Context: an optimization exercise on an open-source flow, tuned for small area. The choices shown serve that exercise and are no tape-out recipe. Where RTL was checked, it was by simulation tests only, not by an equivalence proof against the original. No driver is modelled on the clock port, so clocking that relies on it looks cheaper here than on a real chip. No activity file was given, so power comes from the tool's default toggle rates.

Setup of v10:
## top
module top (
    input logic clk,
    input logic rst_n,
    input logic [15:0] dvsr,
    input logic Rx_din,
    input logic rd_uart,
    input logic wr_uart,
    input logic [7:0] wr_data,
    output logic [7:0] rd_data,
    output logic Tx_dout,
    output logic Rx_full,
    output logic Rx_empty,
    output logic Tx_full,
    output logic parity_error,
    output logic framing_error
);
export LEC_CHECK = 0
export CAP_MARGIN = 20
export CORE_MARGIN = 2
export CORE_UTILIZATION = 78
export PLACE_DENSITY = 0.92
export SLEW_MARGIN = 20
create_clock -name core_clock -period 10.0 [get_ports {clk}]
standard.sh (not shown) runs the stock make flow with config.mk's settings and CLKGATE_MAP_FILE= SYNTH_SCRIPT=/design/flow/synth_recipe.tcl, a recipe that flattens the netlist after the stock synthesis.
==> flow/flow/run.sh <==
#!/bin/bash
# The standard layout with these changes:
#  - synthesis maps all logic, adders included, with an area-oriented ABC script
#    (flow/abc_map.script) instead of ORFS's adder cells and speed script; everything
#    else in synthesis, and so every register, is as in the standard synthesis
#  - port buffers are buf_1
#  - the clock tree is built from clkbuf_4 without dummy loads, then buffers whose
#    sinks see a slow edge are upsized (flow/clk_fix.tcl)
set -e
rm -rf scripts_area
cp -r "$FLOW_HOME/scripts" scripts_area
cp flow/abc_map.script scripts_area/abc_speed.script
SCRIPTS_DIR=$PWD/scripts_area bash standard.sh ADDER_MAP_FILE= synth > synth.log 2>&1
export BUFFER_PORTS_ARGS="-buffer_cell sky130_fd_sc_hd__buf_1"
export CTS_ARGS="-sink_clustering_enable -repair_clock_nets -dont_use_dummy_load -buf_list sky130_fd_sc_hd__clkbuf_4"
export POST_CTS_TCL=$PWD/flow/clk_fix.tcl
bash standard.sh > standard.log 2>&1
==> flow/flow/clk_fix.tcl <==
set clk_slew_target 0.105
set next_size {sky130_fd_sc_hd__clkbuf_1 sky130_fd_sc_hd__clkbuf_2
               sky130_fd_sc_hd__clkbuf_2 sky130_fd_sc_hd__clkbuf_4
               sky130_fd_sc_hd__clkbuf_4 sky130_fd_sc_hd__clkbuf_8
               sky130_fd_sc_hd__clkbuf_8 sky130_fd_sc_hd__clkbuf_16}
set lib_cells {}
foreach {from to} $next_size { dict set lib_cells $from $to }

proc pin_slew { pin } {
  return [expr max([get_property $pin slew_max_rise], [get_property $pin slew_max_fall])]
}

set_propagated_clock [all_clocks]
for {set iter 0} {$iter < 40} {incr iter} {
  estimate_parasitics -placement
  set worst 0
  set worst_drv ""
  foreach inst [get_cells clkbuf_*] {
    set m [get_property $inst ref_name]
    if {![dict exists $lib_cells $m]} { continue }
    set out [get_pins -of_objects $inst -filter "direction==output"]
    set net [get_nets -of_objects $out]
    foreach p [get_pins -of_objects $net -filter "direction==input"] {
      set s [pin_slew $p]
      if {$s > $worst} { set worst $s; set worst_drv $inst }
    }
  }
  puts "clk_fix: iteration $iter worst sink slew [format %.1f [expr $worst * 1000]] ps at [get_full_name $worst_drv]"
  if {$worst <= $clk_slew_target || $worst_drv eq ""} { break }
  # upsize the driver, or the buffer feeding it when the driver's own input is slow
  set drv $worst_drv
  set in [get_pins -of_objects $drv -filter "direction==input"]
  set innet [get_nets -of_objects $in]
  set up [lindex [get_pins -of_objects $innet -filter "direction==output"] 0]
  if {$up ne "" && [pin_slew $in] > $clk_slew_target} {
    set updrv [get_cells -of_objects $up]
    if {[dict exists $lib_cells [get_property $updrv ref_name]]} { set drv $updrv }
  }
  set m [get_property $drv ref_name]
  puts "clk_fix: [get_full_name $drv] $m -> [dict get $lib_cells $m]"
  replace_cell $drv [dict get $lib_cells $m]
}
detailed_placement
check_placement -verbose
Other scripts of this flow, unchanged in this note and not shown: flow/flow/abc_map.script
v10 did not stop at any stage, and its layout met the timing, DRC and antenna checks.
[inputs] v18 vs v10
Settings: PLACE_DENSITY: 0.92 -> 0.95; SLEW_MARGIN: 20 -> 0; CAP_MARGIN: 20 -> 0; CORE_UTILIZATION: 78 -> 85.
-- flow/flow/clk_fix.tcl --
<<< v10, line 1
set clk_slew_target 0.105
set next_size {sky130_fd_sc_hd__clkbuf_1 sky130_fd_sc_hd__clkbuf_2
               sky130_fd_sc_hd__clkbuf_2 sky130_fd_sc_hd__clkbuf_4
>>> v18, line 1
set clk_slew_target 0.110
set next_size {sky130_fd_sc_hd__clkbuf_1 sky130_fd_sc_hd__clkbuf_2
               sky130_fd_sc_hd__clkbuf_2 sky130_fd_sc_hd__clkbuf_4
Findings:
Status: v18 FAILED at 4_1_cts (tool error)
Total instance count after detailed placement in v18 is about 0.45% lower than in v10
Reported for v10 and v18, number of port buffers turned out identical to the last digit.
In terms of final RePlAce weighted congestion, v10 and v18 differ only marginally.
In v18, cell row count is lower than in v10.
From v18 to v10, number of instances in the synthesized netlist did not move at all.
In v18, die boundary height is lower than in v10.
Comparing v18 against v10, there is no change at all in I/O pin count.
For v39, these inputs were changed with respect to v18:
Settings: changing PLACE_DENSITY from 0.95 to 0.92; changing CORE_UTILIZATION from 85 to 78.
[summary]
v39: flow completed, timing, DRC and antenna clean
Looking only at x dimension of the die, and setting everything else aside, the higher value of v18 and v39 goes to v39.
v18 -> v39: simple logic cell fraction of the synthesized area delta 0, exact match
Final weighted congestion of routability-driven global placement delta (v18 -> v39): insignificant
Of v18 and v39, v39 shows the higher overall die height, with v18 below it.
Summary of v39 over v18: standard cell area after detailed placement held steady; number of placed instances with taps included grew by 0.45%; number of synthesized flops with an enable pin held steady.
HPWL after detailed placement for v39: 25% down relative to v18
Looking at post-placement setup slack, v39 sits 130 ps above v18.
The inputs of v50 differ from those of v39 as listed below.
Settings: CORE_UTILIZATION changed from 78 to 80; PLACE_DENSITY changed from 0.92 to 0.95.
Findings:
v39 has a lower latest clock arrival within the worst-skew pair than v50. v39 → v50: worst setup slack now sits lower; final area now sits higher; power in combinational cells now sits higher. Against v39, v50 reports a arrival time reported for the critical path endpoint that is higher. v50 — maximum cell stage delay along the critical path 50 ps higher, v39 as reference. Comparing v39 and v50, the higher growth of design area from synthesis to finish was measured on v50. v50 ended up with Tx_full as its termination of the worst setup path; v39 ended up with Rx_full.


job 105:
top, a different RTL version from the one above (not shown whole).
For scale: roughly 540 cells after synthesis, about 43 I/O pins.
clock: 10.0 ns
lec_check: 0
cap_margin: 20
core_margin: 2
core_utilization: 70
place_density: 0.85
slew_margin: 20
==> flow/flow/run.sh <==
#!/bin/bash
# The standard layout with three changes:
#  - synthesis maps the logic with an area-oriented ABC script (flow/abc_map.script);
#    everything else in synthesis, and so every register, is as in the standard synthesis
#  - port buffers are buf_1
#  - the clock tree is built from clkbuf_4 without dummy loads, then buffers whose
#    sinks see a slow edge are upsized (flow/clk_fix.tcl)
set -e
rm -rf scripts_area
cp -r "$FLOW_HOME/scripts" scripts_area
cp flow/abc_map.script scripts_area/abc_speed.script
SCRIPTS_DIR=$PWD/scripts_area bash standard.sh synth > synth.log 2>&1
export BUFFER_PORTS_ARGS="-buffer_cell sky130_fd_sc_hd__buf_1"
export CTS_ARGS="-sink_clustering_enable -repair_clock_nets -dont_use_dummy_load -buf_list sky130_fd_sc_hd__clkbuf_4"
export POST_CTS_TCL=$PWD/flow/clk_fix.tcl
bash standard.sh > standard.log 2>&1
==> flow/flow/clk_fix.tcl <==
set clk_slew_target 0.110
set next_size {sky130_fd_sc_hd__clkbuf_1 sky130_fd_sc_hd__clkbuf_2
               sky130_fd_sc_hd__clkbuf_2 sky130_fd_sc_hd__clkbuf_4
               sky130_fd_sc_hd__clkbuf_4 sky130_fd_sc_hd__clkbuf_8
               sky130_fd_sc_hd__clkbuf_8 sky130_fd_sc_hd__clkbuf_16}
set lib_cells {}
foreach {from to} $next_size { dict set lib_cells $from $to }

proc pin_slew { pin } {
  return [expr max([get_property $pin slew_max_rise], [get_property $pin slew_max_fall])]
}

set_propagated_clock [all_clocks]
for {set iter 0} {$iter < 40} {incr iter} {
  estimate_parasitics -placement
  set worst 0
  set worst_drv ""
  foreach inst [get_cells clkbuf_*] {
    set m [get_property $inst ref_name]
    if {![dict exists $lib_cells $m]} { continue }
    set out [get_pins -of_objects $inst -filter "direction==output"]
    set net [get_nets -of_objects $out]
    foreach p [get_pins -of_objects $net -filter "direction==input"] {
      set s [pin_slew $p]
      if {$s > $worst} { set worst $s; set worst_drv $inst }
    }
  }
  puts "clk_fix: iteration $iter worst sink slew [format %.1f [expr $worst * 1000]] ps at [get_full_name $worst_drv]"
  if {$worst <= $clk_slew_target || $worst_drv eq ""} { break }
  # upsize the driver, or the buffer feeding it when the driver's own input is slow
  set drv $worst_drv
  set in [get_pins -of_objects $drv -filter "direction==input"]
  set innet [get_nets -of_objects $in]
  set up [lindex [get_pins -of_objects $innet -filter "direction==output"] 0]
  if {$up ne "" && [pin_slew $in] > $clk_slew_target} {
    set updrv [get_cells -of_objects $up]
    if {[dict exists $lib_cells [get_property $updrv ref_name]]} { set drv $updrv }
  }
  set m [get_property $drv ref_name]
  puts "clk_fix: [get_full_name $drv] $m -> [dict get $lib_cells $m]"
  replace_cell $drv [dict get $lib_cells $m]
}
detailed_placement
check_placement -verbose
Other scripts of this flow, unchanged in this note and not shown: flow/flow/abc_map.script
> inputs changed (job 105 -> job 102)
==> flow/flow/run.sh <==
#!/bin/bash
# The standard layout with three changes:
#  - synthesis maps the logic with an area-oriented ABC script (flow/abc_map.script);
#    everything else in synthesis, and so every register, is as in the standard synthesis
#  - port buffers are buf_1
#  - the clock tree is built from clkbuf_8 without dummy loads
set -e
rm -rf scripts_area
cp -r "$FLOW_HOME/scripts" scripts_area
cp flow/abc_map.script scripts_area/abc_speed.script
SCRIPTS_DIR=$PWD/scripts_area bash standard.sh synth > synth.log 2>&1
export BUFFER_PORTS_ARGS="-buffer_cell sky130_fd_sc_hd__buf_1"
export CTS_ARGS="-sink_clustering_enable -repair_clock_nets -dont_use_dummy_load -buf_list sky130_fd_sc_hd__clkbuf_8"
bash standard.sh > standard.log 2>&1
removed: flow/flow/clk_fix.tcl
Notes after the runs:
In the tables for job 102 and job 105, data arrival time at the worst-slack endpoint reads lower with job 105. Looking at cell internal power dissipation, job 102 sits 1.5% above job 105. Highest ir drop seen on vdd on job 102 is behind job 105. Job 102: final routed wire length divided by cell count is 0.20 um higher than what job 105 reported. Job 102 falls short of job 105 in total power consumption of the routed design. Job 105 has a lower met1 global-route usage than job 102. In terms of via count, job 102 and job 105 differ only marginally. The sequential cell count was comparable across job 102 and job 105. Of job 102 and job 105, job 102 shows the higher utilization, with job 105 below it. Going from job 105 to job 102, global-route usage grew by 0.40 points; net switching fraction of the power shrank by 0.20 points.
No functional check of the RTL was part of any run of this note.


Another version of the RTL of top (not shown whole).
Size: ~470 cells after synthesis, ~200 flip-flops, ~0.0071 sq mm of cells after synthesis.
Design top, start of the top module:
module top (
    input logic clk,
    input logic rst_n,
    input logic [15:0] dvsr,
    input logic Rx_din,
    input logic rd_uart,
    input logic wr_uart,
    input logic [7:0] wr_data,
    output logic [7:0] rd_data,
    output logic Tx_dout,
    output logic Rx_full,
    output logic Rx_empty,
    output logic Tx_full,
    output logic parity_error,
    output logic framing_error
);
==> flow/config.mk <==
export PLATFORM = sky130hd
export DESIGN_NAME = top
export DESIGN_NICKNAME = top
export VERILOG_FILES = /design/flow/design.v
export SDC_FILE = /design/flow/constraint.sdc
export NUM_CORES = 4
export LEC_CHECK = 0
export CAP_MARGIN = 20
export CORE_MARGIN = 2
export CORE_UTILIZATION = 74
export PLACE_DENSITY = 0.9
export SLEW_MARGIN = 20
==> flow/constraint.sdc <==
create_clock -name core_clock -period 10.0 [get_ports {clk}]
set_input_delay 2.0000 -clock core_clock [delete_from_list [all_inputs] [get_ports {clk}]]
set_output_delay 2.0000 -clock core_clock [all_outputs]
set_load 0.01 [all_outputs]
==> flow/flow/run.sh <==
#!/bin/bash
# The standard layout with these changes:
#  - synthesis maps all logic, adders included, with an area-oriented ABC script
#    (flow/abc_map.script) instead of ORFS's adder cells and speed script; everything
#    else in synthesis, and so every register, is as in the standard synthesis
#  - port buffers are buf_1
#  - the clock tree is CTS's H-tree of clkbuf_4 without sink clustering or dummy
#    loads, then buffers whose sinks see a slow edge are upsized (flow/clk_fix.tcl)
# Each tool's output goes to synth.log / standard.log here and to ORFS's own logs
# under orfs/logs.
set -e
rm -rf scripts_area
cp -r "$FLOW_HOME/scripts" scripts_area
cp flow/abc_map.script scripts_area/abc_speed.script
SCRIPTS_DIR=$PWD/scripts_area bash standard.sh ADDER_MAP_FILE= synth > synth.log 2>&1
export BUFFER_PORTS_ARGS="-buffer_cell sky130_fd_sc_hd__buf_1"
export CTS_ARGS="-repair_clock_nets -dont_use_dummy_load -buf_list sky130_fd_sc_hd__clkbuf_4"
export POST_CTS_TCL=$PWD/flow/clk_fix.tcl
bash standard.sh > standard.log 2>&1
Other scripts of this flow, unchanged in this note and not shown: flow/flow/abc_map.script, flow/flow/clk_fix.tcl
The first run produced a clean layout.
Then changed:
--- a/flow/config.mk
+++ b/flow/config.mk
@@ -10,2 +10,2 @@
-export CORE_UTILIZATION = 74
-export PLACE_DENSITY = 0.9
+export CORE_UTILIZATION = 82
+export PLACE_DENSITY = 0.95
=>
- power rose by 0.81%
- routed wire length went up by about 8%
- worst hold slack hardly moves
Then changed:
--- a/flow/config.mk
+++ b/flow/config.mk
@@ -10,2 +10,2 @@
-export CORE_UTILIZATION = 82
-export PLACE_DENSITY = 0.95
+export CORE_UTILIZATION = 78
+export PLACE_DENSITY = 0.92
Effect: Clock power rose by a few percent. Core utilization fell by 4.8 points. Critical path depth rose by 1.


Setup of the previous run:
RTL: one of the versions met above, not the one the previous note started from.
For scale: about 200 flip-flops, roughly 43 I/O pins, about 0.0073 mm² of cells after synthesis.
clock: 10.0 ns
lec_check: 0
cap_margin: 0
core_margin: 2
core_utilization: 70
place_density: 0.85
slew_margin: 0
==> flow/flow/run.sh <==
#!/bin/bash
# The standard layout with these changes:
#  - synthesis maps all logic, adders included, with an area-oriented ABC script
#    (flow/abc_map.script) instead of ORFS's adder cells and speed script; everything
#    else in synthesis, and so every register, is as in the standard synthesis
#  - port buffers are buf_1
#  - the clock tree is built from clkbuf_4 without dummy loads, then buffers whose
#    sinks see a slow edge are upsized (flow/clk_fix.tcl)
set -e
rm -rf scripts_area
cp -r "$FLOW_HOME/scripts" scripts_area
cp flow/abc_map.script scripts_area/abc_speed.script
SCRIPTS_DIR=$PWD/scripts_area bash standard.sh ADDER_MAP_FILE= synth > synth.log 2>&1
export BUFFER_PORTS_ARGS="-buffer_cell sky130_fd_sc_hd__buf_1"
export CTS_ARGS="-sink_clustering_enable -repair_clock_nets -dont_use_dummy_load -buf_list sky130_fd_sc_hd__clkbuf_4"
export POST_CTS_TCL=$PWD/flow/clk_fix.tcl
bash standard.sh > standard.log 2>&1
==> flow/flow/clk_fix.tcl <==
set clk_slew_target 0.110
set next_size {sky130_fd_sc_hd__clkbuf_1 sky130_fd_sc_hd__clkbuf_2
               sky130_fd_sc_hd__clkbuf_2 sky130_fd_sc_hd__clkbuf_4
               sky130_fd_sc_hd__clkbuf_4 sky130_fd_sc_hd__clkbuf_8
               sky130_fd_sc_hd__clkbuf_8 sky130_fd_sc_hd__clkbuf_16}
set lib_cells {}
foreach {from to} $next_size { dict set lib_cells $from $to }

proc pin_slew { pin } {
  return [expr max([get_property $pin slew_max_rise], [get_property $pin slew_max_fall])]
}

set_propagated_clock [all_clocks]
for {set iter 0} {$iter < 40} {incr iter} {
  estimate_parasitics -placement
  set worst 0
  set worst_drv ""
  foreach inst [get_cells clkbuf_*] {
    set m [get_property $inst ref_name]
    if {![dict exists $lib_cells $m]} { continue }
    set out [get_pins -of_objects $inst -filter "direction==output"]
    set net [get_nets -of_objects $out]
    foreach p [get_pins -of_objects $net -filter "direction==input"] {
      set s [pin_slew $p]
      if {$s > $worst} { set worst $s; set worst_drv $inst }
    }
  }
  puts "clk_fix: iteration $iter worst sink slew [format %.1f [expr $worst * 1000]] ps at [get_full_name $worst_drv]"
  if {$worst <= $clk_slew_target || $worst_drv eq ""} { break }
  # upsize the driver, or the buffer feeding it when the driver's own input is slow
  set drv $worst_drv
  set in [get_pins -of_objects $drv -filter "direction==input"]
  set innet [get_nets -of_objects $in]
  set up [lindex [get_pins -of_objects $innet -filter "direction==output"] 0]
  if {$up ne "" && [pin_slew $in] > $clk_slew_target} {
    set updrv [get_cells -of_objects $up]
    if {[dict exists $lib_cells [get_property $updrv ref_name]]} { set drv $updrv }
  }
  set m [get_property $drv ref_name]
  puts "clk_fix: [get_full_name $drv] $m -> [dict get $lib_cells $m]"
  replace_cell $drv [dict get $lib_cells $m]
}
detailed_placement
check_placement -verbose
Other scripts of this flow, unchanged in this note and not shown: flow/flow/abc_map.script
The previous run reached the final stage; the timing, DRC and antenna checks on its layout passed.
--- input diff the previous run..the current run ---
--- a/flow/flow/clk_fix.tcl
+++ b/flow/flow/clk_fix.tcl
@@ -1,3 +1,3 @@
-set clk_slew_target 0.110
+set clk_slew_target 0.105
 set next_size {sky130_fd_sc_hd__clkbuf_1 sky130_fd_sc_hd__clkbuf_2
                sky130_fd_sc_hd__clkbuf_2 sky130_fd_sc_hd__clkbuf_4
--- a/flow/config.mk
+++ b/flow/config.mk
@@ -6,7 +6,8 @@
 export NUM_CORES = 4
 export LEC_CHECK = 0
-export CAP_MARGIN = 0
+export CAP_MARGIN = 20
 export CORE_MARGIN = 2
-export CORE_UTILIZATION = 70
-export PLACE_DENSITY = 0.85
-export SLEW_MARGIN = 0
+export CORE_UTILIZATION = 78
+export GPL_TIMING_DRIVEN = 0
+export PLACE_DENSITY = 0.92
+export SLEW_MARGIN = 20
--- outcome ---
Summary of the current run over the previous run: number of nets produced by synthesis shows no meaningful change; power density over cell area increased about 2%; hold slack saw little to no change.

-- afterwards: timing with drivers on the ports --
How much do the figures lean on ideal ports? The routed layouts below were timed once more, with nothing changed but the port constraints.
Step 1 assumes that a clkbuf_16 drives the clock port and a buf_2 every other input.
Step 2 also shifts input and output timing later by t, the mid clock arrival at the registers, as if the neighbouring blocks saw the same clock.
Three values: ideal ports, drivers, drivers and shift; two values: the first two.
run	shift t [ns]	setup slack, ns	worst slew at a driven data input, ns
v10	0.410	6.373 / 6.332 / 6.418	0.04
v39	0.408	6.381 / 6.341 / 6.453	0.03
v50	0.422	6.312 / 6.272 / 6.338	0.05
job 105	0.414	6.012 / 5.971 / 5.714	0.04
job 102	0.479	5.967 / 5.931 / 5.642	0.04
the first run of note 3	0.397	6.058 / 6.024 / 6.086	0.05
the second run of note 3	0.407	5.942 / 5.904 / 5.977	0.04
the third run of note 3	0.396	5.907 / 5.871 / 6.004	0.04
the previous run	0.412	6.391 / 6.351 / 6.435	0.04
the current run	0.414	5.779 / 5.736 / 6.150	0.05
After both steps setup and hold are still met in every run listed. The setup slack of job 102, which loses most, moves by -0.036 ns with the drivers and by -0.325 ns with both steps.
